Context: an optimization exercise on an open-source flow, tuned for small area. The choices shown serve that exercise and are no tape-out recipe.
Only simulation tests tie the RTL to the original design; equivalence was not proved.

==> flow/design.v <==
module sqrt_u32 (
    input  wire        clk,
    input  wire        rst_n,
    input  wire        valid_in,
    input  wire [31:0] data_i,
    output wire        valid_out,
    output wire [15:0] data_o
);
    reg [1:0] v;
    always @(posedge clk or negedge rst_n)
        if (!rst_n) v <= 2'd0;
        else v <= {v[0], valid_in};
    assign valid_out = v[1];
    wire [31:0] x0_d, x0;
    wire [1:0] r1_d, r1;
    wire [0:0] q1_d, q1;
    wire [29:0] x1_d, x1;
    wire [2:0] r2_d, r2;
    wire [1:0] q2_d, q2;
    wire [27:0] x2_d, x2;
    wire [3:0] r3_d, r3;
    wire [2:0] q3_d, q3;
    wire [25:0] x3_d, x3;
    wire [4:0] r4_d, r4;
    wire [3:0] q4_d, q4;
    wire [23:0] x4_d, x4;
    wire [5:0] r5_d, r5;
    wire [4:0] q5_d, q5;
    wire [21:0] x5_d, x5;
    wire [6:0] r6_d, r6;
    wire [5:0] q6_d, q6;
    wire [19:0] x6_d, x6;
    wire [7:0] r7_d, r7;
    wire [6:0] q7_d, q7;
    wire [17:0] x7_d, x7;
    wire [8:0] r8_d, r8;
    wire [7:0] q8_d, q8;
    wire [15:0] x8_d, x8;
    wire [9:0] r9_d, r9;
    wire [8:0] q9_d, q9;
    wire [13:0] x9_d, x9;
    wire [10:0] r10_d, r10;
    wire [9:0] q10_d, q10;
    wire [11:0] x10_d, x10;
    wire [11:0] r11_d, r11;
    wire [10:0] q11_d, q11;
    wire [9:0] x11_d, x11;
    wire [12:0] r12_d, r12;
    wire [11:0] q12_d, q12;
    wire [7:0] x12_d, x12;
    wire [13:0] r13_d, r13;
    wire [12:0] q13_d, q13;
    wire [5:0] x13_d, x13;
    wire [14:0] r14_d, r14;
    wire [13:0] q14_d, q14;
    wire [3:0] x14_d, x14;
    wire [14:0] q15_d, q15;
    wire [1:0] x15_d, x15;
    wire [15:0] q16_d, q16;
    assign x0_d = data_i;
    assign x0 = x0_d;
    assign r1 = r1_d;
    assign q1 = q1_d;
    assign x1 = x1_d;
    assign r2 = r2_d;
    assign q2 = q2_d;
    assign x2 = x2_d;
    assign r3 = r3_d;
    assign q3 = q3_d;
    assign x3 = x3_d;
    assign r4 = r4_d;
    assign q4 = q4_d;
    assign x4 = x4_d;
    assign r5 = r5_d;
    assign q5 = q5_d;
    assign x5 = x5_d;
    assign r6 = r6_d;
    assign q6 = q6_d;
    assign x6 = x6_d;
    assign r7 = r7_d;
    assign q7 = q7_d;
    assign x7 = x7_d;
    assign r8 = r8_d;
    assign q8 = q8_d;
    assign x8 = x8_d;
    reg  [9:0] r9_q;
    reg  [8:0] q9_q;
    reg  [13:0] x9_q;
    always @(posedge clk) begin
        r9_q <= r9_d;
        q9_q <= q9_d;
        x9_q <= x9_d;
    end
    assign r9 = r9_q;
    assign q9 = q9_q;
    assign x9 = x9_q;
    assign r10 = r10_d;
    assign q10 = q10_d;
    assign x10 = x10_d;
    assign r11 = r11_d;
    assign q11 = q11_d;
    assign x11 = x11_d;
    assign r12 = r12_d;
    assign q12 = q12_d;
    assign x12 = x12_d;
    reg  [13:0] r13_q;
    reg  [12:0] q13_q;
    reg  [5:0] x13_q;
    always @(posedge clk) begin
        r13_q <= r13_d;
        q13_q <= q13_d;
        x13_q <= x13_d;
    end
    assign r13 = r13_q;
    assign q13 = q13_q;
    assign x13 = x13_q;
    assign r14 = r14_d;
    assign q14 = q14_d;
    assign x14 = x14_d;
    assign q15 = q15_d;
    assign x15 = x15_d;
    assign q16 = q16_d;
    wire [1:0] t0 = x0[31:30];
    wire [2:0] d0 = {1'b0, t0} - 3'd1;
    wire ge0 = ~d0[2];
    assign r1_d = ge0 ? d0[1:0] : t0[1:0];
    assign x1_d = x0[29:0];
    assign q1_d = ge0;
    wire [3:0] t1 = {r1, x1[29:28]};
    wire [4:0] c1;
    wire [3:0] d1;
    wire [3:0] n1 = {1'b1, ~q1, 2'b10};
    assign c1[0] = 1'b1;
    assign d1[0] = t1[0] ^ n1[0] ^ c1[0];
    assign c1[1] = (t1[0] & n1[0]) | (t1[0] & c1[0]) | (n1[0] & c1[0]);
    assign d1[1] = t1[1] ^ n1[1] ^ c1[1];
    assign c1[2] = (t1[1] & n1[1]) | (t1[1] & c1[1]) | (n1[1] & c1[1]);
    assign d1[2] = t1[2] ^ n1[2] ^ c1[2];
    assign c1[3] = (t1[2] & n1[2]) | (t1[2] & c1[2]) | (n1[2] & c1[2]);
    assign d1[3] = t1[3] ^ n1[3] ^ c1[3];
    assign c1[4] = (t1[3] & n1[3]) | (t1[3] & c1[3]) | (n1[3] & c1[3]);
    wire ge1 = c1[4];
    assign r2_d = ge1 ? d1[2:0] : t1[2:0];
    assign x2_d = x1[27:0];
    assign q2_d = {q1, ge1};
    wire [4:0] t2 = {r2, x2[27:26]};
    wire [5:0] c2;
    wire [4:0] d2;
    wire [4:0] n2 = {1'b1, ~q2, 2'b10};
    assign c2[0] = 1'b1;
    assign d2[0] = t2[0] ^ n2[0] ^ c2[0];
    assign c2[1] = (t2[0] & n2[0]) | (t2[0] & c2[0]) | (n2[0] & c2[0]);
    assign d2[1] = t2[1] ^ n2[1] ^ c2[1];
    assign c2[2] = (t2[1] & n2[1]) | (t2[1] & c2[1]) | (n2[1] & c2[1]);
    assign d2[2] = t2[2] ^ n2[2] ^ c2[2];
    assign c2[3] = (t2[2] & n2[2]) | (t2[2] & c2[2]) | (n2[2] & c2[2]);
    assign d2[3] = t2[3] ^ n2[3] ^ c2[3];
    assign c2[4] = (t2[3] & n2[3]) | (t2[3] & c2[3]) | (n2[3] & c2[3]);
    assign d2[4] = t2[4] ^ n2[4] ^ c2[4];
    assign c2[5] = (t2[4] & n2[4]) | (t2[4] & c2[4]) | (n2[4] & c2[4]);
    wire ge2 = c2[5];
    assign r3_d = ge2 ? d2[3:0] : t2[3:0];
    assign x3_d = x2[25:0];
    assign q3_d = {q2, ge2};
    wire [5:0] t3 = {r3, x3[25:24]};
    wire [6:0] c3;
    wire [5:0] d3;
    wire [5:0] n3 = {1'b1, ~q3, 2'b10};
    assign c3[0] = 1'b1;
    assign d3[0] = t3[0] ^ n3[0] ^ c3[0];
    assign c3[1] = (t3[0] & n3[0]) | (t3[0] & c3[0]) | (n3[0] & c3[0]);
    assign d3[1] = t3[1] ^ n3[1] ^ c3[1];
    assign c3[2] = (t3[1] & n3[1]) | (t3[1] & c3[1]) | (n3[1] & c3[1]);
    assign d3[2] = t3[2] ^ n3[2] ^ c3[2];
    assign c3[3] = (t3[2] & n3[2]) | (t3[2] & c3[2]) | (n3[2] & c3[2]);
    assign d3[3] = t3[3] ^ n3[3] ^ c3[3];
    assign c3[4] = (t3[3] & n3[3]) | (t3[3] & c3[3]) | (n3[3] & c3[3]);
    assign d3[4] = t3[4] ^ n3[4] ^ c3[4];
    assign c3[5] = (t3[4] & n3[4]) | (t3[4] & c3[4]) | (n3[4] & c3[4]);
    assign d3[5] = t3[5] ^ n3[5] ^ c3[5];
    assign c3[6] = (t3[5] & n3[5]) | (t3[5] & c3[5]) | (n3[5] & c3[5]);
    wire ge3 = c3[6];
    assign r4_d = ge3 ? d3[4:0] : t3[4:0];
    assign x4_d = x3[23:0];
    assign q4_d = {q3, ge3};
    wire [6:0] t4 = {r4, x4[23:22]};
    wire [7:0] c4;
    wire [6:0] d4;
    wire [6:0] n4 = {1'b1, ~q4, 2'b10};
    assign c4[0] = 1'b1;
    assign d4[0] = t4[0] ^ n4[0] ^ c4[0];
    assign c4[1] = (t4[0] & n4[0]) | (t4[0] & c4[0]) | (n4[0] & c4[0]);
    assign d4[1] = t4[1] ^ n4[1] ^ c4[1];
    assign c4[2] = (t4[1] & n4[1]) | (t4[1] & c4[1]) | (n4[1] & c4[1]);
    assign d4[2] = t4[2] ^ n4[2] ^ c4[2];
    assign c4[3] = (t4[2] & n4[2]) | (t4[2] & c4[2]) | (n4[2] & c4[2]);
    assign d4[3] = t4[3] ^ n4[3] ^ c4[3];
    assign c4[4] = (t4[3] & n4[3]) | (t4[3] & c4[3]) | (n4[3] & c4[3]);
    assign d4[4] = t4[4] ^ n4[4] ^ c4[4];
    assign c4[5] = (t4[4] & n4[4]) | (t4[4] & c4[4]) | (n4[4] & c4[4]);
    assign d4[5] = t4[5] ^ n4[5] ^ c4[5];
    assign c4[6] = (t4[5] & n4[5]) | (t4[5] & c4[5]) | (n4[5] & c4[5]);
    assign d4[6] = t4[6] ^ n4[6] ^ c4[6];
    assign c4[7] = (t4[6] & n4[6]) | (t4[6] & c4[6]) | (n4[6] & c4[6]);
    wire ge4 = c4[7];
    assign r5_d = ge4 ? d4[5:0] : t4[5:0];
    assign x5_d = x4[21:0];
    assign q5_d = {q4, ge4};
    wire [7:0] t5 = {r5, x5[21:20]};
    wire [8:0] c5;
    wire [7:0] d5;
    wire [7:0] n5 = {1'b1, ~q5, 2'b10};
    assign c5[0] = 1'b1;
    assign d5[0] = t5[0] ^ n5[0] ^ c5[0];
    assign c5[1] = (t5[0] & n5[0]) | (t5[0] & c5[0]) | (n5[0] & c5[0]);
    assign d5[1] = t5[1] ^ n5[1] ^ c5[1];
    assign c5[2] = (t5[1] & n5[1]) | (t5[1] & c5[1]) | (n5[1] & c5[1]);
    assign d5[2] = t5[2] ^ n5[2] ^ c5[2];
    assign c5[3] = (t5[2] & n5[2]) | (t5[2] & c5[2]) | (n5[2] & c5[2]);
    assign d5[3] = t5[3] ^ n5[3] ^ c5[3];
    assign c5[4] = (t5[3] & n5[3]) | (t5[3] & c5[3]) | (n5[3] & c5[3]);
    assign d5[4] = t5[4] ^ n5[4] ^ c5[4];
    assign c5[5] = (t5[4] & n5[4]) | (t5[4] & c5[4]) | (n5[4] & c5[4]);
    assign d5[5] = t5[5] ^ n5[5] ^ c5[5];
    assign c5[6] = (t5[5] & n5[5]) | (t5[5] & c5[5]) | (n5[5] & c5[5]);
    assign d5[6] = t5[6] ^ n5[6] ^ c5[6];
    assign c5[7] = (t5[6] & n5[6]) | (t5[6] & c5[6]) | (n5[6] & c5[6]);
    assign d5[7] = t5[7] ^ n5[7] ^ c5[7];
    assign c5[8] = (t5[7] & n5[7]) | (t5[7] & c5[7]) | (n5[7] & c5[7]);
    wire ge5 = c5[8];
    assign r6_d = ge5 ? d5[6:0] : t5[6:0];
    assign x6_d = x5[19:0];
    assign q6_d = {q5, ge5};
    wire [8:0] t6 = {r6, x6[19:18]};
    wire [9:0] c6;
    wire [8:0] d6;
    wire [8:0] n6 = {1'b1, ~q6, 2'b10};
    assign c6[0] = 1'b1;
    assign d6[0] = t6[0] ^ n6[0] ^ c6[0];
    assign c6[1] = (t6[0] & n6[0]) | (t6[0] & c6[0]) | (n6[0] & c6[0]);
    assign d6[1] = t6[1] ^ n6[1] ^ c6[1];
    assign c6[2] = (t6[1] & n6[1]) | (t6[1] & c6[1]) | (n6[1] & c6[1]);
    assign d6[2] = t6[2] ^ n6[2] ^ c6[2];
    assign c6[3] = (t6[2] & n6[2]) | (t6[2] & c6[2]) | (n6[2] & c6[2]);
    assign d6[3] = t6[3] ^ n6[3] ^ c6[3];
    assign c6[4] = (t6[3] & n6[3]) | (t6[3] & c6[3]) | (n6[3] & c6[3]);
    assign d6[4] = t6[4] ^ n6[4] ^ c6[4];
    assign c6[5] = (t6[4] & n6[4]) | (t6[4] & c6[4]) | (n6[4] & c6[4]);
    assign d6[5] = t6[5] ^ n6[5] ^ c6[5];
    assign c6[6] = (t6[5] & n6[5]) | (t6[5] & c6[5]) | (n6[5] & c6[5]);
    assign d6[6] = t6[6] ^ n6[6] ^ c6[6];
    assign c6[7] = (t6[6] & n6[6]) | (t6[6] & c6[6]) | (n6[6] & c6[6]);
    assign d6[7] = t6[7] ^ n6[7] ^ c6[7];
    assign c6[8] = (t6[7] & n6[7]) | (t6[7] & c6[7]) | (n6[7] & c6[7]);
    assign d6[8] = t6[8] ^ n6[8] ^ c6[8];
    assign c6[9] = (t6[8] & n6[8]) | (t6[8] & c6[8]) | (n6[8] & c6[8]);
    wire ge6 = c6[9];
    assign r7_d = ge6 ? d6[7:0] : t6[7:0];
    assign x7_d = x6[17:0];
    assign q7_d = {q6, ge6};
    wire [9:0] t7 = {r7, x7[17:16]};
    wire [10:0] c7;
    wire [9:0] d7;
    wire [9:0] n7 = {1'b1, ~q7, 2'b10};
    assign c7[0] = 1'b1;
    assign d7[0] = t7[0] ^ n7[0] ^ c7[0];
    assign c7[1] = (t7[0] & n7[0]) | (t7[0] & c7[0]) | (n7[0] & c7[0]);
    assign d7[1] = t7[1] ^ n7[1] ^ c7[1];
    assign c7[2] = (t7[1] & n7[1]) | (t7[1] & c7[1]) | (n7[1] & c7[1]);
    assign d7[2] = t7[2] ^ n7[2] ^ c7[2];
    assign c7[3] = (t7[2] & n7[2]) | (t7[2] & c7[2]) | (n7[2] & c7[2]);
    assign d7[3] = t7[3] ^ n7[3] ^ c7[3];
    assign c7[4] = (t7[3] & n7[3]) | (t7[3] & c7[3]) | (n7[3] & c7[3]);
    assign d7[4] = t7[4] ^ n7[4] ^ c7[4];
    assign c7[5] = (t7[4] & n7[4]) | (t7[4] & c7[4]) | (n7[4] & c7[4]);
    assign d7[5] = t7[5] ^ n7[5] ^ c7[5];
    assign c7[6] = (t7[5] & n7[5]) | (t7[5] & c7[5]) | (n7[5] & c7[5]);
    assign d7[6] = t7[6] ^ n7[6] ^ c7[6];
    assign c7[7] = (t7[6] & n7[6]) | (t7[6] & c7[6]) | (n7[6] & c7[6]);
    assign d7[7] = t7[7] ^ n7[7] ^ c7[7];
    assign c7[8] = (t7[7] & n7[7]) | (t7[7] & c7[7]) | (n7[7] & c7[7]);
    assign d7[8] = t7[8] ^ n7[8] ^ c7[8];
    assign c7[9] = (t7[8] & n7[8]) | (t7[8] & c7[8]) | (n7[8] & c7[8]);
    assign d7[9] = t7[9] ^ n7[9] ^ c7[9];
    assign c7[10] = (t7[9] & n7[9]) | (t7[9] & c7[9]) | (n7[9] & c7[9]);
    wire ge7 = c7[10];
    assign r8_d = ge7 ? d7[8:0] : t7[8:0];
    assign x8_d = x7[15:0];
    assign q8_d = {q7, ge7};
    wire [10:0] t8 = {r8, x8[15:14]};
    wire [11:0] c8;
    wire [10:0] d8;
    wire [10:0] n8 = {1'b1, ~q8, 2'b10};
    assign c8[0] = 1'b1;
    assign d8[0] = t8[0] ^ n8[0] ^ c8[0];
    assign c8[1] = (t8[0] & n8[0]) | (t8[0] & c8[0]) | (n8[0] & c8[0]);
    assign d8[1] = t8[1] ^ n8[1] ^ c8[1];
    assign c8[2] = (t8[1] & n8[1]) | (t8[1] & c8[1]) | (n8[1] & c8[1]);
    assign d8[2] = t8[2] ^ n8[2] ^ c8[2];
    assign c8[3] = (t8[2] & n8[2]) | (t8[2] & c8[2]) | (n8[2] & c8[2]);
    assign d8[3] = t8[3] ^ n8[3] ^ c8[3];
    assign c8[4] = (t8[3] & n8[3]) | (t8[3] & c8[3]) | (n8[3] & c8[3]);
    assign d8[4] = t8[4] ^ n8[4] ^ c8[4];
    assign c8[5] = (t8[4] & n8[4]) | (t8[4] & c8[4]) | (n8[4] & c8[4]);
    assign d8[5] = t8[5] ^ n8[5] ^ c8[5];
    assign c8[6] = (t8[5] & n8[5]) | (t8[5] & c8[5]) | (n8[5] & c8[5]);
    assign d8[6] = t8[6] ^ n8[6] ^ c8[6];
    assign c8[7] = (t8[6] & n8[6]) | (t8[6] & c8[6]) | (n8[6] & c8[6]);
    assign d8[7] = t8[7] ^ n8[7] ^ c8[7];
    assign c8[8] = (t8[7] & n8[7]) | (t8[7] & c8[7]) | (n8[7] & c8[7]);
    assign d8[8] = t8[8] ^ n8[8] ^ c8[8];
    assign c8[9] = (t8[8] & n8[8]) | (t8[8] & c8[8]) | (n8[8] & c8[8]);
    assign d8[9] = t8[9] ^ n8[9] ^ c8[9];
    assign c8[10] = (t8[9] & n8[9]) | (t8[9] & c8[9]) | (n8[9] & c8[9]);
    assign d8[10] = t8[10] ^ n8[10] ^ c8[10];
    assign c8[11] = (t8[10] & n8[10]) | (t8[10] & c8[10]) | (n8[10] & c8[10]);
    wire ge8 = c8[11];
    assign r9_d = ge8 ? d8[9:0] : t8[9:0];
    assign x9_d = x8[13:0];
    assign q9_d = {q8, ge8};
    wire [11:0] t9 = {r9, x9[13:12]};
    wire [12:0] c9;
    wire [11:0] d9;
    wire [11:0] n9 = {1'b1, ~q9, 2'b10};
    assign c9[0] = 1'b1;
    assign d9[0] = t9[0] ^ n9[0] ^ c9[0];
    assign c9[1] = (t9[0] & n9[0]) | (t9[0] & c9[0]) | (n9[0] & c9[0]);
    assign d9[1] = t9[1] ^ n9[1] ^ c9[1];
    assign c9[2] = (t9[1] & n9[1]) | (t9[1] & c9[1]) | (n9[1] & c9[1]);
    assign d9[2] = t9[2] ^ n9[2] ^ c9[2];
    assign c9[3] = (t9[2] & n9[2]) | (t9[2] & c9[2]) | (n9[2] & c9[2]);
    assign d9[3] = t9[3] ^ n9[3] ^ c9[3];
    assign c9[4] = (t9[3] & n9[3]) | (t9[3] & c9[3]) | (n9[3] & c9[3]);
    assign d9[4] = t9[4] ^ n9[4] ^ c9[4];
    assign c9[5] = (t9[4] & n9[4]) | (t9[4] & c9[4]) | (n9[4] & c9[4]);
    assign d9[5] = t9[5] ^ n9[5] ^ c9[5];
    assign c9[6] = (t9[5] & n9[5]) | (t9[5] & c9[5]) | (n9[5] & c9[5]);
    assign d9[6] = t9[6] ^ n9[6] ^ c9[6];
    assign c9[7] = (t9[6] & n9[6]) | (t9[6] & c9[6]) | (n9[6] & c9[6]);
    assign d9[7] = t9[7] ^ n9[7] ^ c9[7];
    assign c9[8] = (t9[7] & n9[7]) | (t9[7] & c9[7]) | (n9[7] & c9[7]);
    assign d9[8] = t9[8] ^ n9[8] ^ c9[8];
    assign c9[9] = (t9[8] & n9[8]) | (t9[8] & c9[8]) | (n9[8] & c9[8]);
    assign d9[9] = t9[9] ^ n9[9] ^ c9[9];
    assign c9[10] = (t9[9] & n9[9]) | (t9[9] & c9[9]) | (n9[9] & c9[9]);
    assign d9[10] = t9[10] ^ n9[10] ^ c9[10];
    assign c9[11] = (t9[10] & n9[10]) | (t9[10] & c9[10]) | (n9[10] & c9[10]);
    assign d9[11] = t9[11] ^ n9[11] ^ c9[11];
    assign c9[12] = (t9[11] & n9[11]) | (t9[11] & c9[11]) | (n9[11] & c9[11]);
    wire ge9 = c9[12];
    assign r10_d = ge9 ? d9[10:0] : t9[10:0];
    assign x10_d = x9[11:0];
    assign q10_d = {q9, ge9};
    wire [12:0] t10 = {r10, x10[11:10]};
    wire [13:0] c10;
    wire [12:0] d10;
    wire [12:0] n10 = {1'b1, ~q10, 2'b10};
    assign c10[0] = 1'b1;
    assign d10[0] = t10[0] ^ n10[0] ^ c10[0];
    assign c10[1] = (t10[0] & n10[0]) | (t10[0] & c10[0]) | (n10[0] & c10[0]);
    assign d10[1] = t10[1] ^ n10[1] ^ c10[1];
    assign c10[2] = (t10[1] & n10[1]) | (t10[1] & c10[1]) | (n10[1] & c10[1]);
    assign d10[2] = t10[2] ^ n10[2] ^ c10[2];
    assign c10[3] = (t10[2] & n10[2]) | (t10[2] & c10[2]) | (n10[2] & c10[2]);
    assign d10[3] = t10[3] ^ n10[3] ^ c10[3];
    assign c10[4] = (t10[3] & n10[3]) | (t10[3] & c10[3]) | (n10[3] & c10[3]);
    assign d10[4] = t10[4] ^ n10[4] ^ c10[4];
    assign c10[5] = (t10[4] & n10[4]) | (t10[4] & c10[4]) | (n10[4] & c10[4]);
    assign d10[5] = t10[5] ^ n10[5] ^ c10[5];
    assign c10[6] = (t10[5] & n10[5]) | (t10[5] & c10[5]) | (n10[5] & c10[5]);
    assign d10[6] = t10[6] ^ n10[6] ^ c10[6];
    assign c10[7] = (t10[6] & n10[6]) | (t10[6] & c10[6]) | (n10[6] & c10[6]);
    assign d10[7] = t10[7] ^ n10[7] ^ c10[7];
    assign c10[8] = (t10[7] & n10[7]) | (t10[7] & c10[7]) | (n10[7] & c10[7]);
    assign d10[8] = t10[8] ^ n10[8] ^ c10[8];
    assign c10[9] = (t10[8] & n10[8]) | (t10[8] & c10[8]) | (n10[8] & c10[8]);
    assign d10[9] = t10[9] ^ n10[9] ^ c10[9];
    assign c10[10] = (t10[9] & n10[9]) | (t10[9] & c10[9]) | (n10[9] & c10[9]);
    assign d10[10] = t10[10] ^ n10[10] ^ c10[10];
    assign c10[11] = (t10[10] & n10[10]) | (t10[10] & c10[10]) | (n10[10] & c10[10]);
    assign d10[11] = t10[11] ^ n10[11] ^ c10[11];
    assign c10[12] = (t10[11] & n10[11]) | (t10[11] & c10[11]) | (n10[11] & c10[11]);
    assign d10[12] = t10[12] ^ n10[12] ^ c10[12];
    assign c10[13] = (t10[12] & n10[12]) | (t10[12] & c10[12]) | (n10[12] & c10[12]);
    wire ge10 = c10[13];
    assign r11_d = ge10 ? d10[11:0] : t10[11:0];
    assign x11_d = x10[9:0];
    assign q11_d = {q10, ge10};
    wire [13:0] t11 = {r11, x11[9:8]};
    wire [14:0] c11;
    wire [13:0] d11;
    wire [13:0] n11 = {1'b1, ~q11, 2'b10};
    assign c11[0] = 1'b1;
    assign d11[0] = t11[0] ^ n11[0] ^ c11[0];
    assign c11[1] = (t11[0] & n11[0]) | (t11[0] & c11[0]) | (n11[0] & c11[0]);
    assign d11[1] = t11[1] ^ n11[1] ^ c11[1];
    assign c11[2] = (t11[1] & n11[1]) | (t11[1] & c11[1]) | (n11[1] & c11[1]);
    assign d11[2] = t11[2] ^ n11[2] ^ c11[2];
    assign c11[3] = (t11[2] & n11[2]) | (t11[2] & c11[2]) | (n11[2] & c11[2]);
    assign d11[3] = t11[3] ^ n11[3] ^ c11[3];
    assign c11[4] = (t11[3] & n11[3]) | (t11[3] & c11[3]) | (n11[3] & c11[3]);
    assign d11[4] = t11[4] ^ n11[4] ^ c11[4];
    assign c11[5] = (t11[4] & n11[4]) | (t11[4] & c11[4]) | (n11[4] & c11[4]);
    assign d11[5] = t11[5] ^ n11[5] ^ c11[5];
    assign c11[6] = (t11[5] & n11[5]) | (t11[5] & c11[5]) | (n11[5] & c11[5]);
    assign d11[6] = t11[6] ^ n11[6] ^ c11[6];
    assign c11[7] = (t11[6] & n11[6]) | (t11[6] & c11[6]) | (n11[6] & c11[6]);
    assign d11[7] = t11[7] ^ n11[7] ^ c11[7];
    assign c11[8] = (t11[7] & n11[7]) | (t11[7] & c11[7]) | (n11[7] & c11[7]);
    assign d11[8] = t11[8] ^ n11[8] ^ c11[8];
    assign c11[9] = (t11[8] & n11[8]) | (t11[8] & c11[8]) | (n11[8] & c11[8]);
    assign d11[9] = t11[9] ^ n11[9] ^ c11[9];
    assign c11[10] = (t11[9] & n11[9]) | (t11[9] & c11[9]) | (n11[9] & c11[9]);
    assign d11[10] = t11[10] ^ n11[10] ^ c11[10];
    assign c11[11] = (t11[10] & n11[10]) | (t11[10] & c11[10]) | (n11[10] & c11[10]);
    assign d11[11] = t11[11] ^ n11[11] ^ c11[11];
    assign c11[12] = (t11[11] & n11[11]) | (t11[11] & c11[11]) | (n11[11] & c11[11]);
    assign d11[12] = t11[12] ^ n11[12] ^ c11[12];
    assign c11[13] = (t11[12] & n11[12]) | (t11[12] & c11[12]) | (n11[12] & c11[12]);
    assign d11[13] = t11[13] ^ n11[13] ^ c11[13];
    assign c11[14] = (t11[13] & n11[13]) | (t11[13] & c11[13]) | (n11[13] & c11[13]);
    wire ge11 = c11[14];
    assign r12_d = ge11 ? d11[12:0] : t11[12:0];
    assign x12_d = x11[7:0];
    assign q12_d = {q11, ge11};
    wire [14:0] t12 = {r12, x12[7:6]};
    wire [15:0] c12;
    wire [14:0] d12;
    wire [14:0] n12 = {1'b1, ~q12, 2'b10};
    assign c12[0] = 1'b1;
    assign d12[0] = t12[0] ^ n12[0] ^ c12[0];
    assign c12[1] = (t12[0] & n12[0]) | (t12[0] & c12[0]) | (n12[0] & c12[0]);
    assign d12[1] = t12[1] ^ n12[1] ^ c12[1];
    assign c12[2] = (t12[1] & n12[1]) | (t12[1] & c12[1]) | (n12[1] & c12[1]);
    assign d12[2] = t12[2] ^ n12[2] ^ c12[2];
    assign c12[3] = (t12[2] & n12[2]) | (t12[2] & c12[2]) | (n12[2] & c12[2]);
    assign d12[3] = t12[3] ^ n12[3] ^ c12[3];
    assign c12[4] = (t12[3] & n12[3]) | (t12[3] & c12[3]) | (n12[3] & c12[3]);
    assign d12[4] = t12[4] ^ n12[4] ^ c12[4];
    assign c12[5] = (t12[4] & n12[4]) | (t12[4] & c12[4]) | (n12[4] & c12[4]);
    assign d12[5] = t12[5] ^ n12[5] ^ c12[5];
    assign c12[6] = (t12[5] & n12[5]) | (t12[5] & c12[5]) | (n12[5] & c12[5]);
    assign d12[6] = t12[6] ^ n12[6] ^ c12[6];
    assign c12[7] = (t12[6] & n12[6]) | (t12[6] & c12[6]) | (n12[6] & c12[6]);
    assign d12[7] = t12[7] ^ n12[7] ^ c12[7];
    assign c12[8] = (t12[7] & n12[7]) | (t12[7] & c12[7]) | (n12[7] & c12[7]);
    assign d12[8] = t12[8] ^ n12[8] ^ c12[8];
    assign c12[9] = (t12[8] & n12[8]) | (t12[8] & c12[8]) | (n12[8] & c12[8]);
    assign d12[9] = t12[9] ^ n12[9] ^ c12[9];
    assign c12[10] = (t12[9] & n12[9]) | (t12[9] & c12[9]) | (n12[9] & c12[9]);
    assign d12[10] = t12[10] ^ n12[10] ^ c12[10];
    assign c12[11] = (t12[10] & n12[10]) | (t12[10] & c12[10]) | (n12[10] & c12[10]);
    assign d12[11] = t12[11] ^ n12[11] ^ c12[11];
    assign c12[12] = (t12[11] & n12[11]) | (t12[11] & c12[11]) | (n12[11] & c12[11]);
    assign d12[12] = t12[12] ^ n12[12] ^ c12[12];
    assign c12[13] = (t12[12] & n12[12]) | (t12[12] & c12[12]) | (n12[12] & c12[12]);
    assign d12[13] = t12[13] ^ n12[13] ^ c12[13];
    assign c12[14] = (t12[13] & n12[13]) | (t12[13] & c12[13]) | (n12[13] & c12[13]);
    assign d12[14] = t12[14] ^ n12[14] ^ c12[14];
    assign c12[15] = (t12[14] & n12[14]) | (t12[14] & c12[14]) | (n12[14] & c12[14]);
    wire ge12 = c12[15];
    assign r13_d = ge12 ? d12[13:0] : t12[13:0];
    assign x13_d = x12[5:0];
    assign q13_d = {q12, ge12};
    wire [15:0] t13 = {r13, x13[5:4]};
    wire [16:0] c13;
    wire [15:0] d13;
    wire [15:0] n13 = {1'b1, ~q13, 2'b10};
    assign c13[0] = 1'b1;
    assign d13[0] = t13[0] ^ n13[0] ^ c13[0];
    assign c13[1] = (t13[0] & n13[0]) | (t13[0] & c13[0]) | (n13[0] & c13[0]);
    assign d13[1] = t13[1] ^ n13[1] ^ c13[1];
    assign c13[2] = (t13[1] & n13[1]) | (t13[1] & c13[1]) | (n13[1] & c13[1]);
    assign d13[2] = t13[2] ^ n13[2] ^ c13[2];
    assign c13[3] = (t13[2] & n13[2]) | (t13[2] & c13[2]) | (n13[2] & c13[2]);
    assign d13[3] = t13[3] ^ n13[3] ^ c13[3];
    assign c13[4] = (t13[3] & n13[3]) | (t13[3] & c13[3]) | (n13[3] & c13[3]);
    assign d13[4] = t13[4] ^ n13[4] ^ c13[4];
    assign c13[5] = (t13[4] & n13[4]) | (t13[4] & c13[4]) | (n13[4] & c13[4]);
    assign d13[5] = t13[5] ^ n13[5] ^ c13[5];
    assign c13[6] = (t13[5] & n13[5]) | (t13[5] & c13[5]) | (n13[5] & c13[5]);
    assign d13[6] = t13[6] ^ n13[6] ^ c13[6];
    assign c13[7] = (t13[6] & n13[6]) | (t13[6] & c13[6]) | (n13[6] & c13[6]);
    assign d13[7] = t13[7] ^ n13[7] ^ c13[7];
    assign c13[8] = (t13[7] & n13[7]) | (t13[7] & c13[7]) | (n13[7] & c13[7]);
    assign d13[8] = t13[8] ^ n13[8] ^ c13[8];
    assign c13[9] = (t13[8] & n13[8]) | (t13[8] & c13[8]) | (n13[8] & c13[8]);
    assign d13[9] = t13[9] ^ n13[9] ^ c13[9];
    assign c13[10] = (t13[9] & n13[9]) | (t13[9] & c13[9]) | (n13[9] & c13[9]);
    assign d13[10] = t13[10] ^ n13[10] ^ c13[10];
    assign c13[11] = (t13[10] & n13[10]) | (t13[10] & c13[10]) | (n13[10] & c13[10]);
    assign d13[11] = t13[11] ^ n13[11] ^ c13[11];
    assign c13[12] = (t13[11] & n13[11]) | (t13[11] & c13[11]) | (n13[11] & c13[11]);
    assign d13[12] = t13[12] ^ n13[12] ^ c13[12];
    assign c13[13] = (t13[12] & n13[12]) | (t13[12] & c13[12]) | (n13[12] & c13[12]);
    assign d13[13] = t13[13] ^ n13[13] ^ c13[13];
    assign c13[14] = (t13[13] & n13[13]) | (t13[13] & c13[13]) | (n13[13] & c13[13]);
    assign d13[14] = t13[14] ^ n13[14] ^ c13[14];
    assign c13[15] = (t13[14] & n13[14]) | (t13[14] & c13[14]) | (n13[14] & c13[14]);
    assign d13[15] = t13[15] ^ n13[15] ^ c13[15];
    assign c13[16] = (t13[15] & n13[15]) | (t13[15] & c13[15]) | (n13[15] & c13[15]);
    wire ge13 = c13[16];
    assign r14_d = ge13 ? d13[14:0] : t13[14:0];
    assign x14_d = x13[3:0];
    assign q14_d = {q13, ge13};
    wire [16:0] t14 = {r14, x14[3:2]};
    wire [17:0] c14;
    wire [16:0] d14;
    wire [16:0] n14 = {1'b1, ~q14, 2'b10};
    assign c14[0] = 1'b1;
    assign d14[0] = t14[0] ^ n14[0] ^ c14[0];
    assign c14[1] = (t14[0] & n14[0]) | (t14[0] & c14[0]) | (n14[0] & c14[0]);
    assign d14[1] = t14[1] ^ n14[1] ^ c14[1];
    assign c14[2] = (t14[1] & n14[1]) | (t14[1] & c14[1]) | (n14[1] & c14[1]);
    assign d14[2] = t14[2] ^ n14[2] ^ c14[2];
    assign c14[3] = (t14[2] & n14[2]) | (t14[2] & c14[2]) | (n14[2] & c14[2]);
    assign d14[3] = t14[3] ^ n14[3] ^ c14[3];
    assign c14[4] = (t14[3] & n14[3]) | (t14[3] & c14[3]) | (n14[3] & c14[3]);
    assign d14[4] = t14[4] ^ n14[4] ^ c14[4];
    assign c14[5] = (t14[4] & n14[4]) | (t14[4] & c14[4]) | (n14[4] & c14[4]);
    assign d14[5] = t14[5] ^ n14[5] ^ c14[5];
    assign c14[6] = (t14[5] & n14[5]) | (t14[5] & c14[5]) | (n14[5] & c14[5]);
    assign d14[6] = t14[6] ^ n14[6] ^ c14[6];
    assign c14[7] = (t14[6] & n14[6]) | (t14[6] & c14[6]) | (n14[6] & c14[6]);
    assign d14[7] = t14[7] ^ n14[7] ^ c14[7];
    assign c14[8] = (t14[7] & n14[7]) | (t14[7] & c14[7]) | (n14[7] & c14[7]);
    assign d14[8] = t14[8] ^ n14[8] ^ c14[8];
    assign c14[9] = (t14[8] & n14[8]) | (t14[8] & c14[8]) | (n14[8] & c14[8]);
    assign d14[9] = t14[9] ^ n14[9] ^ c14[9];
    assign c14[10] = (t14[9] & n14[9]) | (t14[9] & c14[9]) | (n14[9] & c14[9]);
    assign d14[10] = t14[10] ^ n14[10] ^ c14[10];
    assign c14[11] = (t14[10] & n14[10]) | (t14[10] & c14[10]) | (n14[10] & c14[10]);
    assign d14[11] = t14[11] ^ n14[11] ^ c14[11];
    assign c14[12] = (t14[11] & n14[11]) | (t14[11] & c14[11]) | (n14[11] & c14[11]);
    assign d14[12] = t14[12] ^ n14[12] ^ c14[12];
    assign c14[13] = (t14[12] & n14[12]) | (t14[12] & c14[12]) | (n14[12] & c14[12]);
    assign d14[13] = t14[13] ^ n14[13] ^ c14[13];
    assign c14[14] = (t14[13] & n14[13]) | (t14[13] & c14[13]) | (n14[13] & c14[13]);
    assign d14[14] = t14[14] ^ n14[14] ^ c14[14];
    assign c14[15] = (t14[14] & n14[14]) | (t14[14] & c14[14]) | (n14[14] & c14[14]);
    assign d14[15] = t14[15] ^ n14[15] ^ c14[15];
    assign c14[16] = (t14[15] & n14[15]) | (t14[15] & c14[15]) | (n14[15] & c14[15]);
    assign d14[16] = t14[16] ^ n14[16] ^ c14[16];
    assign c14[17] = (t14[16] & n14[16]) | (t14[16] & c14[16]) | (n14[16] & c14[16]);
    wire ge14 = c14[17];
    assign q15_d = {q14, ge14};
    wire [17:0] a1_a = {d14[15:0], x14[1:0]};
    wire [17:0] a1_n = ~({1'b0, q14, 3'b101});
    wire [18:0] a1_c;
    assign a1_c[0] = 1'b1;
    assign a1_c[1] = (a1_a[0] & a1_n[0]) | (a1_a[0] & a1_c[0]) | (a1_n[0] & a1_c[0]);
    assign a1_c[2] = (a1_a[1] & a1_n[1]) | (a1_a[1] & a1_c[1]) | (a1_n[1] & a1_c[1]);
    assign a1_c[3] = (a1_a[2] & a1_n[2]) | (a1_a[2] & a1_c[2]) | (a1_n[2] & a1_c[2]);
    assign a1_c[4] = (a1_a[3] & a1_n[3]) | (a1_a[3] & a1_c[3]) | (a1_n[3] & a1_c[3]);
    assign a1_c[5] = (a1_a[4] & a1_n[4]) | (a1_a[4] & a1_c[4]) | (a1_n[4] & a1_c[4]);
    assign a1_c[6] = (a1_a[5] & a1_n[5]) | (a1_a[5] & a1_c[5]) | (a1_n[5] & a1_c[5]);
    assign a1_c[7] = (a1_a[6] & a1_n[6]) | (a1_a[6] & a1_c[6]) | (a1_n[6] & a1_c[6]);
    assign a1_c[8] = (a1_a[7] & a1_n[7]) | (a1_a[7] & a1_c[7]) | (a1_n[7] & a1_c[7]);
    assign a1_c[9] = (a1_a[8] & a1_n[8]) | (a1_a[8] & a1_c[8]) | (a1_n[8] & a1_c[8]);
    assign a1_c[10] = (a1_a[9] & a1_n[9]) | (a1_a[9] & a1_c[9]) | (a1_n[9] & a1_c[9]);
    assign a1_c[11] = (a1_a[10] & a1_n[10]) | (a1_a[10] & a1_c[10]) | (a1_n[10] & a1_c[10]);
    assign a1_c[12] = (a1_a[11] & a1_n[11]) | (a1_a[11] & a1_c[11]) | (a1_n[11] & a1_c[11]);
    assign a1_c[13] = (a1_a[12] & a1_n[12]) | (a1_a[12] & a1_c[12]) | (a1_n[12] & a1_c[12]);
    assign a1_c[14] = (a1_a[13] & a1_n[13]) | (a1_a[13] & a1_c[13]) | (a1_n[13] & a1_c[13]);
    assign a1_c[15] = (a1_a[14] & a1_n[14]) | (a1_a[14] & a1_c[14]) | (a1_n[14] & a1_c[14]);
    assign a1_c[16] = (a1_a[15] & a1_n[15]) | (a1_a[15] & a1_c[15]) | (a1_n[15] & a1_c[15]);
    assign a1_c[17] = (a1_a[16] & a1_n[16]) | (a1_a[16] & a1_c[16]) | (a1_n[16] & a1_c[16]);
    assign a1_c[18] = (a1_a[17] & a1_n[17]) | (a1_a[17] & a1_c[17]) | (a1_n[17] & a1_c[17]);
    wire a1 = a1_c[18];
    wire [17:0] a0_a = {t14[15:0], x14[1:0]};
    wire [17:0] a0_n = ~({1'b0, q14, 3'b001});
    wire [18:0] a0_c;
    assign a0_c[0] = 1'b1;
    assign a0_c[1] = (a0_a[0] & a0_n[0]) | (a0_a[0] & a0_c[0]) | (a0_n[0] & a0_c[0]);
    assign a0_c[2] = (a0_a[1] & a0_n[1]) | (a0_a[1] & a0_c[1]) | (a0_n[1] & a0_c[1]);
    assign a0_c[3] = (a0_a[2] & a0_n[2]) | (a0_a[2] & a0_c[2]) | (a0_n[2] & a0_c[2]);
    assign a0_c[4] = (a0_a[3] & a0_n[3]) | (a0_a[3] & a0_c[3]) | (a0_n[3] & a0_c[3]);
    assign a0_c[5] = (a0_a[4] & a0_n[4]) | (a0_a[4] & a0_c[4]) | (a0_n[4] & a0_c[4]);
    assign a0_c[6] = (a0_a[5] & a0_n[5]) | (a0_a[5] & a0_c[5]) | (a0_n[5] & a0_c[5]);
    assign a0_c[7] = (a0_a[6] & a0_n[6]) | (a0_a[6] & a0_c[6]) | (a0_n[6] & a0_c[6]);
    assign a0_c[8] = (a0_a[7] & a0_n[7]) | (a0_a[7] & a0_c[7]) | (a0_n[7] & a0_c[7]);
    assign a0_c[9] = (a0_a[8] & a0_n[8]) | (a0_a[8] & a0_c[8]) | (a0_n[8] & a0_c[8]);
    assign a0_c[10] = (a0_a[9] & a0_n[9]) | (a0_a[9] & a0_c[9]) | (a0_n[9] & a0_c[9]);
    assign a0_c[11] = (a0_a[10] & a0_n[10]) | (a0_a[10] & a0_c[10]) | (a0_n[10] & a0_c[10]);
    assign a0_c[12] = (a0_a[11] & a0_n[11]) | (a0_a[11] & a0_c[11]) | (a0_n[11] & a0_c[11]);
    assign a0_c[13] = (a0_a[12] & a0_n[12]) | (a0_a[12] & a0_c[12]) | (a0_n[12] & a0_c[12]);
    assign a0_c[14] = (a0_a[13] & a0_n[13]) | (a0_a[13] & a0_c[13]) | (a0_n[13] & a0_c[13]);
    assign a0_c[15] = (a0_a[14] & a0_n[14]) | (a0_a[14] & a0_c[14]) | (a0_n[14] & a0_c[14]);
    assign a0_c[16] = (a0_a[15] & a0_n[15]) | (a0_a[15] & a0_c[15]) | (a0_n[15] & a0_c[15]);
    assign a0_c[17] = (a0_a[16] & a0_n[16]) | (a0_a[16] & a0_c[16]) | (a0_n[16] & a0_c[16]);
    assign a0_c[18] = (a0_a[17] & a0_n[17]) | (a0_a[17] & a0_c[17]) | (a0_n[17] & a0_c[17]);
    wire a0 = a0_c[18];
    wire ge15 = ge14 ? a1 : a0;
    assign q16_d = {q15, ge15};
    assign data_o = q16;
endmodule
==> flow/flow/run.sh <==
#!/bin/bash
# Standard layout (standard.sh) with its own logic mapping:
# - synthesis skips Yosys's full-adder extraction (ADDER_MAP_FILE empty), so ABC maps the
#   carry chains itself;
# - ABC runs flow/area.abc instead of ORFS's script. Everything else in synthesis (registers,
#   flattening, renaming) is the standard synthesis script, patched only at the abc call.
# - input and output ports get the smallest buffer (buf_1).
export BUFFER_PORTS_ARGS="-buffer_cell sky130_fd_sc_hd__buf_1"
# - clock tree without dummy loads.
export CTS_ARGS="-sink_clustering_enable -repair_clock_nets -buf_list sky130_fd_sc_hd__clkbuf_8 -dont_use_dummy_load"
set -euo pipefail
here=$(pwd)
sed 's|^\(\s*\)log_cmd abc {\*}$abc_args|\1log_cmd abc {*}[lreplace $abc_args 1 1 $::env(MY_ABC_SCRIPT)]|' \
  "$FLOW_HOME/scripts/synth.tcl" > "$here/synth_abc.tcl"
grep -q 'MY_ABC_SCRIPT' "$here/synth_abc.tcl"
sed "s|\$::env(SCRIPTS_DIR)/synth.tcl|$here/synth_abc.tcl|" synth_recipe.tcl > "$here/synth_recipe_abc.tcl"
grep -q synth_abc.tcl "$here/synth_recipe_abc.tcl"
sed "s|SYNTH_SCRIPT=[^ ]*|SYNTH_SCRIPT=$here/synth_recipe_abc.tcl|" standard.sh > "$here/standard_abc.sh"
export ADDER_MAP_FILE=
export MY_ABC_SCRIPT="$here/flow/area.abc"
bash "$here/standard_abc.sh" > standard.log 2>&1
==> flow/flow/area.abc <==
strash
dch
map -B 0.9
topo
stime -c
buffer -c
dnsize -c
==> flow/standard.sh <==
#!/bin/bash
# synth_recipe.tcl (not shown) runs the flow's synth.tcl, then flattens the netlist and writes it again
# the make line also repeats each setting of config.mk as NAME=value (left out here)
make -C /OpenROAD-flow-scripts/flow DESIGN_CONFIG=/design/flow/config.mk WORK_HOME=/design/flow/orfs CLKGATE_MAP_FILE= SYNTH_SCRIPT=/design/flow/synth_recipe.tcl "${@:-finish}"
==> flow/config.mk <==
export PLATFORM = sky130hd
export DESIGN_NAME = sqrt_u32
export DESIGN_NICKNAME = sqrt_u32
export VERILOG_FILES = /design/flow/design.v
export SDC_FILE = /design/flow/constraint.sdc
export NUM_CORES = 4
export LEC_CHECK = 0
export ABC_AREA = 1
export CAP_MARGIN = 20
export CORE_MARGIN = 2
export CORE_UTILIZATION = 55
export CTS_BUF_LIST = sky130_fd_sc_hd__clkbuf_8
export GPL_TIMING_DRIVEN = 0
export PLACE_DENSITY = 0.65
export SETUP_SLACK_MARGIN = -0.8
export SLEW_MARGIN = 20
==> flow/constraint.sdc <==
create_clock -name core_clock -period 9.0 [get_ports {clk}]
set_input_delay 1.8000 -clock core_clock [delete_from_list [all_inputs] [get_ports {clk}]]
set_output_delay 1.8000 -clock core_clock [all_outputs]
set_load 0.01 [all_outputs]
==> out/qor.csv, run 1 <==
metric,value,unit
CTS tree,built,
largest family of logic cells by synthesized area,simple AND/OR/NAND/NOR gates,
wire per inst,10.4,um
core area,0.0115,mm2
#FFs+latches synth,68,
TritonCTS Sinks,68,
reg2reg setup slack,0.60,ns
Crit path required time,9.24,ns
post-synthesis simple-gate area fraction,45.7,%
Finish-stage setup viols,0,
area growth from synthesis to layout,10.9,%
Port Buffer Count,51,
kind of critical path,input pin to flop,
Synth Area in Compound Gates,10.6,%
Hold WC Path Type,flop to flop,
reg2reg start,q9_q[1],
Reg2Reg Depth,80,
FILL cells,1204,
part of the cycle the worst path needs,97.3,%
CTS Buf Count,9,
CP Max Fanout,10,
post-synthesis xor/xnor area fraction,12.9,%
Bufs on Longest Clock Path,2,
final WL,14500,um
Initial Utilization,56.8,%
ranking of synthesized cells by area,"nand2_1 (33%), dfxtp_1 (20%), xor2_1 (7.4%)",
distinct cell type count after synthesis,31,
Yosys top cell area share,32.7,%
I/O Pins,52,
FP Rows,39,
fin nets,1287,
total vias in the final route,6755,
slew margin rel.,67.8,%
first-pass GRT wire length,24800,um
clock-pin slew on the worst setup and hold paths,0.06,ns
hold_sp,x9_q[4],
Hold Fails Final Rpt,0,
status,finished clean,
post-DP HPWL,12200,um
# diodes,0,
crit end category,flop,
sequential-to-total area share from yosys stat,21.0,%
DRT Pass-1 Iters,15,
proportion of synthesized area in mux cells,0.153,%
Die Ht,113,um
gr usage total,23.4,%
initial antenna violation count,0,
most common cell in the netlist,nand2_1,
Synth Flop Type,dfxtp_1,
clk latency of the worst-skew pair,0.35,ns
Residual DRC,0,
Congestion Overflow GR,0,
CP most frequent cell,nand2_1,
CP arrival,8.99,ns
Commonest cells post-synth,"nand2_1 (569), inv_1 (125), nand3_1 (84)",
crit start category,input pin,
reg-to-reg endpoint,r13_q[12],
# Max-Cap Violations,0,
Multi-input gate area,0.00467,mm2
slowest CP cell,xor2_1,
post-layout min period,8.76,ns
layout cells sized above 1,7.92,%
adder-cell share of the synthesized area,0.612,%
initial DRC count,335,
Final Wtd Congestion,0.848,
register area,0.00137,mm2
die footprint,0.0128,mm2
Fmax achieved,114,MHz
DIE WIDTH,113,um
total negative slack,0,ns
Max Clock Skew,0.0216,ns
Post-Syn Area,0.00654,mm2
Post-Syn Instances,1177,
Synth Net Count,1212,
htree depth,3,
post-synth top area cell,nand2_1,
Post-synth ARST share,2.94,%
via/cell ratio,4.85,
hold-critical path depth,0,
Hold Crit Endpoint,x13_q[4],
Max Slew Vio Count,0,
vias in the first global route,5755,
Slew @ Worst Pin,0.483,ns
post-route ant nets,0,
Root Buffer,clkbuf_8,
pin count of the biggest net entering global routing,12,
"EDFF count, synth",0,
Avg Inst Size Synth,5.56,um2
crit-path max cell delay,0.21,ns
Syn. warnings,1,
## registers in the layout, summed over array words and instances (netlist names)
name	flops
r9_q	10
r13_q	14
q9_q	9
q13_q	13
v	2
x13_q	6
x9_q	14
## per-layer routing
metal | routed length [um] | up-vias | GRT usage, %
met3 | 415 | 17 | 3.59
li1 | - | 3814 | -
met5 | 0 | - | 0
met1 | 6360 | 2835 | 26.6
met4 | 255 | 0 | 6.34
met2 | 7470 | 89 | 45.1
## placed cells by master (no fill, tap or decap), drive strengths merged
cell type and count:
dfrtp 2, dfxtp 66, xnor2 41, o21ai 83
and2 1, a221o 1, inv 125, a31oi 1
o22ai 5, and3 1, buf 76, xor2 55
o21bai 3, a21oi 17, nor3 2, nand2 571
nand3b 8, nand3 84, o211ai 1, maj3 4
clkbuf 20, mux2i 1, clkinvlp 1, a211oi 1
nor2 32, o221ai 12, or2 36
## repair_timing
item,in CTS,in global routing
pin swaps,0,6
hold buffers,0,0
buffers inserted,0,17
gates resized for setup,1,53
gates cloned,0,1
setup endpoints to repair,11,23
## how the worst max path moves through the flow
stage	depth (start not counted)	slack, ns	startpoint	to
after CTS	74	-0.78	data_i[28]	r9_q[4]
after floorplan	75	0.55	data_i[30]	r9_q[2]
after global placement	74	-1.30	data_i[28]	r9_q[2]
after global routing	84	-0.85	data_i[28]	r9_q[9]
after detailed placement	71	-1.34	data_i[28]	r9_q[4]
final	78	0.24	data_i[28]	r9_q[4]
## critical path, delay by kind of cell
family	cells	cell delay (ns)
simple gates	58	4.64
xor+xnor	2	0.39
buf+inv	12	1.32
compound gates	6	0.81
## per-stage QoR
step | utilization (%) | worst slack [ns] | hold slack [ns] | std cells | instance area (um2)
2_1_floorplan | - | 0.555 | 0.310 | 1177 | 6540
3_3_place_gp | 60.0 | -1.30 | 0.310 | 1371 | 6910
3_5_place_dp | 60.0 | -1.34 | 0.314 | 1371 | 6910
4_1_cts | 61.2 | -0.784 | 0.330 | 1380 | 7040
5_1_grt | 63.0 | -0.850 | 0.335 | 1393 | 7250
6_report | 63.0 | 0.244 | 0.328 | 1393 | 7250
## logic make-up (layout without fill, tap and decap cells)
family	after synthesis	after routing
adders and majority gates	4	4
muxes	1	1
AOI/OAI and AO/OA	124	124
xor gates and xnor gates	96	96
buffers and inverters	150	222
and+or+nand+nor	734	735
DFF	68	68
## cell type report
cell class / count / share of cell area [%]
repair buffers: 68 / 4.45
inverters: 126 / 6.61
clock buffers: 9 / 1.71
multi-input cells: 960 / 64.4
well taps: 143 / 2.47
flip-flops and latches: 68 / 18.9
plain buffers: 19 / 1.50
==> inputs of run 2 (changes only) <==
--- a/flow/flow/run.sh
+++ b/flow/flow/run.sh
@@ -9,4 +9,7 @@
 # - clock tree without dummy loads.
 export CTS_ARGS="-sink_clustering_enable -repair_clock_nets -buf_list sky130_fd_sc_hd__clkbuf_8 -dont_use_dummy_load"
+# - no timing repair after global routing (its parasitic estimate is pessimistic); timing is
+#   repaired after clock tree synthesis only.
+export SKIP_INCREMENTAL_REPAIR=1
 set -euo pipefail
 here=$(pwd)
--- a/flow/config.mk
+++ b/flow/config.mk
@@ -13,4 +13,4 @@
 export GPL_TIMING_DRIVEN = 0
 export PLACE_DENSITY = 0.65
-export SETUP_SLACK_MARGIN = -0.8
+export SETUP_SLACK_MARGIN = -0.5
 export SLEW_MARGIN = 20
==> out/qor.csv, run 2 <==
metric,value,unit,change
Top Registers,"r13_q (14), x9_q (14), q13_q (13)",,unchanged
Synth Flop Type,dfxtp_1,,unchanged
layout violations,negative setup slack,,
Crit path required time,9.24,ns,about the same
post-DP HPWL,12200,um,unchanged
post-synth top area cell,nand2_1,,unchanged
"most common cell after layout, fill and taps aside",nand2_1,,unchanged
Avg Inst Size Synth,5.56,um2,unchanged
clock-pin slew on the worst setup and hold paths,0.06,ns,about the same
CP most frequent cell,nand2_1,,unchanged
post-synthesis simple-gate area fraction,45.7,%,unchanged
DRT Pass-1 Iters,16,,was 15
Congestion Overflow GR,0,,unchanged
I/O Pins,52,,unchanged
CTS Buf Count,9,,unchanged
Port Buffer Count,51,,unchanged
DIE WIDTH,113,um,unchanged
via/cell ratio,4.83,,was 4.85
Finish-stage setup viols,11,,was 0
Slew @ Worst Pin,0.474,ns,was 0.483 ns
post-synthesis xor/xnor area fraction,12.9,%,unchanged
wire per inst,10.3,um,was 10.4 um
Syn. warnings,1,,unchanged
Max Slew Vio Count,0,,unchanged
Post-Syn Area,0.00654,mm2,unchanged
Root Buffer,clkbuf_8,,unchanged
CTS tree,built,,unchanged
crit start category,input pin,,unchanged
layout cells sized above 1,5.34,%,was 7.92%
reg-to-reg endpoint,r13_q[12],,unchanged
TritonCTS Sinks,68,,unchanged
Hold WC Path Type,flop to flop,,unchanged
Place WS,-1.34,ns,unchanged
gr usage total,23.4,%,about the same
post-route ant nets,0,,unchanged
hold_sp,x9_q[4],,unchanged
htree depth,3,,unchanged
Final Wtd Congestion,0.848,,unchanged
FILL cells,1215,,was 1204
# Max-Cap Violations,0,,unchanged
CP Max Fanout,16,,was 10
ranking of synthesized cells by area,"nand2_1 (33%), dfxtp_1 (20%), xor2_1 (7.4%)",,unchanged
Hold Crit Endpoint,x13_q[4],,unchanged
kind of critical path,input pin to flop,,unchanged
"EDFF count, synth",0,,unchanged
Die Ht,113,um,unchanged
Max Clock Skew,0.0219,ns,was 0.0216 ns
Synth Area in Compound Gates,10.6,%,unchanged
CTS Hold Bufs,0,,unchanged
#FFs+latches synth,68,,unchanged
register area,0.00137,mm2,unchanged
Reg2Reg Depth,83,,was 80
vias in the first global route,5763,,was 5755
Yosys top cell area share,32.7,%,unchanged
area growth from synthesis to layout,7.90,%,was 10.9%
Residual DRC,0,,unchanged
die footprint,0.0128,mm2,unchanged
Synth Net Count,1212,,unchanged
setup bufs post-CTS,1,,was 0
core area,0.0115,mm2,unchanged
setup ws final,-0.472,ns,was 0.244 ns
CP arrival,9.71,ns,was 8.99 ns
Commonest cells post-synth,"nand2_1 (569), inv_1 (125), nand3_1 (84)",,unchanged
status,"complete, but fails checks",,was finished clean
largest family of logic cells by synthesized area,simple AND/OR/NAND/NOR gates,,unchanged
proportion of synthesized area in mux cells,0.153,%,unchanged
reg2reg start,q9_q[0],,was q9_q[1]
distinct cell type count after synthesis,31,,unchanged
first-pass GRT wire length,24700,um,was 24800 um
final WL,14200,um,was 14500 um
pin count of the biggest net entering global routing,17,,was 12
sequential-to-total area share from yosys stat,21.0,%,unchanged
hold-critical path depth,0,,unchanged
reg2reg setup slack,0.30,ns,was 0.60 ns
FP Rows,39,,unchanged
most common cell in the netlist,nand2_1,,unchanged
Bufs on Longest Clock Path,2,,unchanged
Post-synth ARST share,2.94,%,unchanged
CTS resizes,11,,was 1
crit end category,flop,,unchanged
Initial Utilization,56.8,%,unchanged
Fin Hold WS,0.328,ns,about the same
post-layout min period,9.47,ns,was 8.76 ns
Fmax achieved,106,MHz,was 114 MHz
# diodes,0,,unchanged
slowest CP cell,o21ai_0,,was xor2_1
adder-cell share of the synthesized area,0.612,%,unchanged
total vias in the final route,6660,,was 6755
Multi-input gate area,0.00460,mm2,was 0.00467 mm2
initial DRC count,337,,was 335
part of the cycle the worst path needs,105,%,was 97.3%
Hold Fails Final Rpt,0,,unchanged
clk latency of the worst-skew pair,0.35,ns,about the same
initial antenna violation count,0,,unchanged
most frequent cells in the layout,"nand2_1 (568), inv_1 (122), nand3_1 (84)",,"was nand2_1 (557), inv_1 (120), nand3_1 (83)"
slew margin rel.,68.4,%,was 67.8%
Post-Syn Instances,1177,,unchanged
fin nets,1274,,was 1287
crit-path max cell delay,0.33,ns,was 0.21 ns
-- run 2: cell counts after synthesis --
No cell type changed its count.
-- run 2: cell families after synthesis --
logic type / after synthesis
buffers and inverters: 150
adder cells (fa/ha/maj): 4
AO/OA/AOI/OAI: 124
XOR/XNOR: 96
flip-flops: 68
multiplexers: 1
AND/OR/NAND/NOR: 734
-- run 2: worst max path at each step --
| stage | cells past startpoint | end | slack, ns | from |
|---|---|---|---|---|
| floorplan | 75 | r9_q[2] | 0.55 | data_i[30] |
| global placement | 74 | r9_q[2] | -1.30 | data_i[28] |
| detailed placement | 71 | r9_q[4] | -1.34 | data_i[28] |
| CTS | 83 | r9_q[4] | -0.49 | data_i[30] |
| global route | 82 | r9_q[9] | -1.83 | data_i[30] |
| finish | 81 | r9_q[4] | -0.47 | data_i[30] |
-- run 2: per-layer routing --
layer  vias up  GRT usage [%]  wire (um)
li1       3791              -          -
met1      2755           26.5       6280
met2        95           45.1       7230
met3        19           3.59        407
met4         0           6.34        261
met5         -              0          0
-- run 2: area by class of cell --
type,instances,share of cell area (%)
tap,143,2.54
buffer,23,1.65
clock buffer,9,1.76
sequential,68,19.4
timing repair buffer,52,2.82
multi-input combinational,959,65.1
inverter,126,6.70
-- run 2: worst max-delay path: cells and delay by family --
family | cells | cell delay [ns]
simple gates | 61 | 4.99
buf+inv | 13 | 1.84
compound gates | 7 | 1.08
-- run 2: per-stage QoR --
stage | area (um2) | util, % | std cells | TNS [ns]
final | 7060 | 61.3 | 1380 | -4.97
after global routing | 7060 | 61.3 | 1380 | -35.08
after CTS | 7060 | 61.3 | 1380 | -5.15
after detailed placement | 6910 | 60.0 | 1371 | -14.44
after global placement | 6910 | 60.0 | 1371 | -13.92
after floorplan | 6540 | - | 1177 | 0
==> inputs of run 3 (changes only) <==
--- a/flow/config.mk
+++ b/flow/config.mk
@@ -13,4 +13,4 @@
 export GPL_TIMING_DRIVEN = 0
 export PLACE_DENSITY = 0.65
-export SETUP_SLACK_MARGIN = -0.5
+export SETUP_SLACK_MARGIN = -0.2
 export SLEW_MARGIN = 20
==> out/qor.csv, run 3 <==
metric,value,unit,change
wire per inst,10.3,um,about the same
#FFs+latches synth,68,,unchanged
sequential-to-total area share from yosys stat,21.0,%,unchanged
layout violations,negative setup slack,,unchanged
die footprint,0.0128,mm2,unchanged
Max Slew Vio Count,0,,unchanged
layout cells sized above 1,5.65,%,was 5.34%
post-layout min period,9.17,ns,was 9.47 ns
distinct cell type count after synthesis,31,,unchanged
crit start category,input pin,,unchanged
slew margin rel.,68.0,%,was 68.4%
most common cell in the netlist,nand2_1,,unchanged
Hold WC Path Type,flop to flop,,unchanged
Bufs on Longest Clock Path,2,,unchanged
reg2reg setup slack,0.29,ns,was 0.30 ns
kind of critical path,input pin to flop,,unchanged
Crit path required time,9.24,ns,about the same
setup bufs post-CTS,1,,unchanged
most frequent cells in the layout,"nand2_1 (567), inv_1 (121), nand3_1 (84)",,"was nand2_1 (568), inv_1 (122), nand3_1 (84)"
Max Clock Skew,0.0221,ns,was 0.0219 ns
ranking of synthesized cells by area,"nand2_1 (33%), dfxtp_1 (20%), xor2_1 (7.4%)",,unchanged
first-pass GRT wire length,24800,um,was 24700 um
hold-critical path depth,0,,unchanged
crit-path max cell delay,0.32,ns,was 0.33 ns
pin count of the biggest net entering global routing,12,,was 17
final WL,14200,um,about the same
CP arrival,9.41,ns,was 9.71 ns
CTS resizes,17,,was 11
initial antenna violation count,0,,unchanged
CP Max Fanout,10,,was 16
CTS tree,built,,unchanged
clk latency of the worst-skew pair,0.36,ns,was 0.35 ns
Placement Cell Area,0.00691,mm2,unchanged
FP Rows,39,,unchanged
initial DRC count,326,,was 337
DIE WIDTH,113,um,unchanged
post-route ant nets,0,,unchanged
clock-pin slew on the worst setup and hold paths,0.06,ns,about the same
gr usage total,23.4,%,about the same
Hold Fails Final Rpt,0,,unchanged
htree depth,3,,unchanged
Top Registers,"r13_q (14), x9_q (14), q13_q (13)",,unchanged
Synth Flop Type,dfxtp_1,,unchanged
Congestion Overflow GR,0,,unchanged
Hold Crit Endpoint,x13_q[4],,unchanged
total vias in the final route,6665,,was 6660
FILL cells,1218,,was 1215
Worst Path Buf+Inv,13,,unchanged
CTS Hold Bufs,0,,unchanged
TritonCTS Sinks,68,,unchanged
Fmax achieved,109,MHz,was 106 MHz
Commonest cells post-synth,"nand2_1 (569), inv_1 (125), nand3_1 (84)",,unchanged
crit end category,flop,,unchanged
Post-Syn Area,0.00654,mm2,unchanged
Final Wtd Congestion,0.848,,unchanged
DRT Pass-1 Iters,16,,unchanged
# Max-Cap Violations,0,,unchanged
Residual DRC,0,,unchanged
"EDFF count, synth",0,,unchanged
CTS Buf Count,9,,unchanged
total negative slack,-1.66,ns,was -4.97 ns
"most common cell after layout, fill and taps aside",nand2_1,,unchanged
Port Buffer Count,51,,unchanged
CP most frequent cell,nand2_1,,unchanged
Yosys top cell area share,32.7,%,unchanged
Reg2Reg Depth,83,,unchanged
via/cell ratio,4.83,,about the same
# diodes,0,,unchanged
"Design Area, Final",0.00707,mm2,was 0.00706 mm2
Finish-stage setup viols,11,,unchanged
Avg Inst Size Synth,5.56,um2,unchanged
post-synth top area cell,nand2_1,,unchanged
Placed Instances,1371,,unchanged
Post-Syn Instances,1177,,unchanged
status,"complete, but fails checks",,unchanged
Synth Net Count,1212,,unchanged
part of the cycle the worst path needs,102,%,was 105%
vias in the first global route,5769,,was 5763
reg2reg start,q9_q[0],,unchanged
Syn. warnings,1,,unchanged
Root Buffer,clkbuf_8,,unchanged
post-DP HPWL,12200,um,unchanged
setup ws final,-0.170,ns,was -0.472 ns
hold_sp,x9_q[4],,unchanged
Post-synth ARST share,2.94,%,unchanged
core area,0.0115,mm2,unchanged
area growth from synthesis to layout,8.09,%,was 7.90%
Slew @ Worst Pin,0.480,ns,was 0.474 ns
reg-to-reg endpoint,r13_q[12],,unchanged
Die Ht,113,um,unchanged
final cell count without fillers,1381,,was 1380
fin nets,1275,,was 1274
I/O Pins,52,,unchanged
slowest CP cell,o21ai_0,,unchanged
"CP delay by family, top",simple AND/OR/NAND/NOR gates,,unchanged
Initial Utilization,56.8,%,unchanged
[run 3: through the flow]
stage / setup slack (ns) / hold slack (ns) / utilization [%]
6_report: -0.170 / 0.328 / 61.4
5_1_grt: -1.49 / 0.335 / 61.4
4_1_cts: -0.184 / 0.330 / 61.4
3_5_place_dp: -1.34 / 0.314 / 60.0
3_3_place_gp: -1.30 / 0.310 / 60.0
2_1_floorplan: 0.555 / 0.310 / -
[run 3: layout make-up]
cell class / count / area (um2) / area share (%)
plain buffers: 24 / 129 / 1.82
multi-input cells: 959 / 4600 / 65.0
well taps: 143 / 179 / 2.53
flip-flops and latches: 68 / 1370 / 19.4
inverters: 126 / 473 / 6.69
repair buffers: 52 / 199 / 2.81
clock buffers: 9 / 124 / 1.75
[run 3: worst reg2reg max path, delay by kind of cell (launching register included)]
kind,cells,cell delay [ns]
DFF,1,0.44
buffers and inverters,5,1.14
AOI/OAI and AO/OA,2,0.49
and+or+nand+nor,76,6.58
[run 3: how the worst max path moves through the flow]
stage | start | endpoint | slack, ns | depth (start not counted)
finish | data_i[30] | r9_q[4] | -0.17 | 82
global route | data_i[28] | r9_q[9] | -1.49 | 78
CTS | data_i[30] | r9_q[4] | -0.18 | 78
detailed placement | data_i[28] | r9_q[4] | -1.34 | 71
global placement | data_i[28] | r9_q[2] | -1.30 | 74
floorplan | data_i[30] | r9_q[2] | 0.55 | 75
[run 3: logic make-up (layout without fill, tap and decap cells)]
group / count (synthesis) / after routing / synth area share (%)
simple gates: 734 / 734 / 45.7
buf+inv: 150 / 211 / 9.09
compound gates: 124 / 124 / 10.6
xor+xnor: 96 / 96 / 12.9
flops: 68 / 68 / 21.0
fa+ha+maj: 4 / 4 / 0.612
mux: 1 / 1 / 0.153
[run 3: metal layers]
layer	track usage (%)	wire length [um]	up-vias
li1	-	-	3795
met1	26.6	6270	2770
met2	45.2	7360	87
met3	3.59	427	13
met4	6.34	178	0
met5	0	0	-

==> re-timing with driven ports <==
Ports are ideal in the flow. The routed layouts listed here were re-timed in OpenROAD. Step 1 assumes that a clkbuf_16 drives the clock port and a buf_2 every other input. Step 2 adds t to the input delays and takes it off the output delays; t is the mean of the earliest and latest rising clock arrival at the registers after step 1. Input paths then give back, and output paths get back, about the clock's delay inside the block. Three values: ideal, step 1, step 2; two values: the first two.
| run | shift t [ns] | slack for setup (ns) | worst setup path at the end | latest minus earliest clock arrival (ns) | worst data-port slew with drivers (ns) |
|---|---|---|---|---|---|
| run 1 | 0.371 | 0.244 / 0.254 / -0.117 | input to register | 0.022 / 0.022 | 0.04 |
| run 2 | 0.371 | -0.472 / -0.464 / -0.835 | input to register | 0.023 / 0.022 | 0.04 |
| run 3 | 0.376 | -0.170 / -0.165 / -0.541 | input to register | 0.023 / 0.022 | 0.04 |
With both steps, setup timing fails in run 1, where it was met with ideal ports. For run 3, which loses most, drivers alone change the setup slack by +0.005 ns; drivers and shift together by -0.371 ns.
